Source: an optimization exercise on an open RTL-to-GDS flow (aim: small area). Production flows keep margins and buffers that such runs may drop. At most, simulation tests tie the RTL to the original design; equivalence was not proved. Power figures rest on the tool's default switching activity, not on a simulated workload.

before:
==> flow/design.v <==
`timescale 1ns / 1ps
module fir2n #(parameter WIDTH_DATA = 8, parameter N_TAPS = 16, parameter LOG2_N_TAPS = 4, parameter WIDTH_COEF0 = 8, parameter WIDTH_MAC_OUT = 8)(
    input clk, rst,
    input [WIDTH_DATA-1:0] din,
    output reg [WIDTH_MAC_OUT-1:0] dout
    );
    reg [4:0] cnt;           
    reg       flush;         
    wire [3:0] ph = cnt[3:0];
    always @(posedge clk) begin
        if (rst) begin
            cnt <= 5'd0;
            flush <= 1'b1;
        end else begin
            cnt <= cnt + 5'd1;
            if (cnt == 5'd31) flush <= 1'b0;
        end
    end
    reg [7:0] e0, e1;
    reg [7:0] l1 [0:16];
    reg [7:0] l2 [0:14];
    integer i;
    always @(posedge clk) begin
        if (ph == 4'd15) begin
            e0 <= din;
            e1 <= e0;
        end
        l1[0] <= flush ? 8'd0 : (ph == 4'd14 ? e1 : l1[16]);
        for (i = 1; i < 17; i = i + 1) l1[i] <= l1[i-1];
        l2[0] <= (flush | ph == 4'd13) ? l1[15] : l2[14];
        for (i = 1; i < 15; i = i + 1) l2[i] <= l2[i-1];
    end
    reg [7:0] a, b;
    wire first = (ph == 4'd15);
    always @(posedge clk) begin
        a <= (first ? 8'd0 : a) + l1[0] + l2[0];
        b <= first ? 8'd0 : b - a;
    end
    always @(posedge clk) begin
        if (rst)
            dout <= 8'd0;
        else if (first)
            dout <= flush ? 8'd0 : {a[3:0] + b[7:4], b[3:0]};
    end
endmodule
clock: 4.5 ns
lec_check: 0
cap_margin: 20
core_margin: 2
core_utilization: 70
slew_margin: 20
standard.sh (not shown) runs the stock make flow with config.mk's settings and CLKGATE_MAP_FILE= SYNTH_SCRIPT=/design/flow/synth_recipe.tcl, a recipe that flattens the netlist after the stock synthesis.
==> flow/flow/run.sh <==
#!/bin/bash
# Standard layout, with small port buffers, no CTS dummy loads and power (size) recovery.
bash standard.sh BUFFER_PORTS_ARGS="-buffer_cell sky130_fd_sc_hd__buf_1" RECOVER_POWER=100 \
  CTS_ARGS="-sink_clustering_enable -repair_clock_nets -dont_use_dummy_load -buf_list sky130_fd_sc_hd__clkbuf_16 -sink_clustering_size 35 -sink_clustering_max_diameter 60" \
  finish > standard.log 2>&1
For after, these inputs were changed with respect to before:
==> flow/design.v <==
`timescale 1ns / 1ps
module fir2n #(parameter WIDTH_DATA = 8, parameter N_TAPS = 16, parameter LOG2_N_TAPS = 4, parameter WIDTH_COEF0 = 8, parameter WIDTH_MAC_OUT = 8)(
    input clk, rst,
    input [WIDTH_DATA-1:0] din,
    output reg [WIDTH_MAC_OUT-1:0] dout
    );
    reg [4:0] cnt;           
    reg       flush;         
    wire [3:0] ph = cnt[3:0];
    always @(posedge clk) begin
        if (rst) begin
            cnt <= 5'd0;
            flush <= 1'b1;
        end else begin
            cnt <= cnt + 5'd1;
            if (cnt == 5'd31) flush <= 1'b0;
        end
    end
    reg [7:0] e1;
    reg [7:0] l1 [0:16];
    reg [7:0] l2 [0:14];
    integer i;
    always @(posedge clk) begin
        l2[0] <= (flush | ph == 4'd13) ? l1[15] : l2[14];
        l2[1] <= (ph == 4'd15) ? din : l2[0];
        for (i = 2; i < 15; i = i + 1) l2[i] <= l2[i-1];
        if (ph == 4'd13) e1 <= l2[14];
        l1[0] <= flush ? 8'd0 : l1[16];
        for (i = 1; i < 16; i = i + 1) l1[i] <= l1[i-1];
        l1[16] <= (ph == 4'd13) ? e1 : l1[15];
    end
    reg [7:0] a, nb;
    wire first = (ph == 4'd15);
    wire [7:0] a0 = first ? 8'd0 : a;
    wire [7:0] s1 = a0 ^ l1[0] ^ l2[0];
    wire [7:0] c1 = (a0 & l1[0]) | (a0 & l2[0]) | (l1[0] & l2[0]);
    wire [7:0] sa, ca;
    wire [7:0] x2 = {c1[6:0], 1'b0};
    assign sa = s1 ^ x2 ^ {ca[6:0], 1'b0};
    assign ca = (s1 & x2) | (s1 & {ca[6:0], 1'b0}) | (x2 & {ca[6:0], 1'b0});
    wire [7:0] sb, cb;
    assign sb = nb ^ a ^ {cb[6:0], 1'b0};
    assign cb = (nb & a) | (nb & {cb[6:0], 1'b0}) | (a & {cb[6:0], 1'b0});
    always @(posedge clk) begin
        a <= sa;
        nb <= first ? 8'hff : sb;
    end
    wire [7:0] y = {a[3:0] + ~nb[7:4], ~nb[3:0]};
    always @(posedge clk) begin
        if (rst)
            dout <= 8'd0;
        else if (first)
            dout <= flush ? 8'd0 : y;
    end
endmodule
### Flow results
- Sort after and before by multi-input gate share of total cell area desc -> top: after
- Against before, number of well taps in after fell by a few percent.
- Summary of after over before: clock transition at the registers of the reported paths ~0 delta; power share of the clock group up 2.4 points; area added between synthesis and finish saw a decrease; required time of the critical path now smaller; clock period minus worst slack up 1100 ps.
- | worst-case hold slack | after vs before | worse |
- Number of standard-cell rows in the floorplan ends up lower on after.
- The lower via count of the routed design came out of after.
- before → after: overall power consumption saw a decrease, combinational fraction of design power saw a decrease.
- after improves on before in post-route cell area.
The RTL of before was laid out without a check of its function.

[separate check: timing with driven ports]
The flow's constraints put no driver on any port. The routed layouts listed below were extracted and timed again, unchanged, in two steps.
Step 1: set_driving_cell puts a clkbuf_16 on clk and a buf_2 on each other input, an assumption about the parent block.
Step 2 moves the port delays by t, midway between the first and last clock arrival at a register: inputs arrive t later, outputs are due t later. That takes back most of the time a late clock gives input paths.
Three values: no drivers, after step 1, after step 2; two values: the first two.
run | t, ns | setup slack, ns | worst hold slack (ns) | worst register clock-pin slew, ns
before | 0.495 | 1.366 / 1.366 / 1.366 | 0.306 / 0.306 / 0.306 | 0.12 / 0.12
after | 0.495 | 0.262 / 0.262 / 0.262 | 0.293 / 0.293 / 0.293 | 0.12 / 0.12
After both steps every run listed still meets setup and hold.
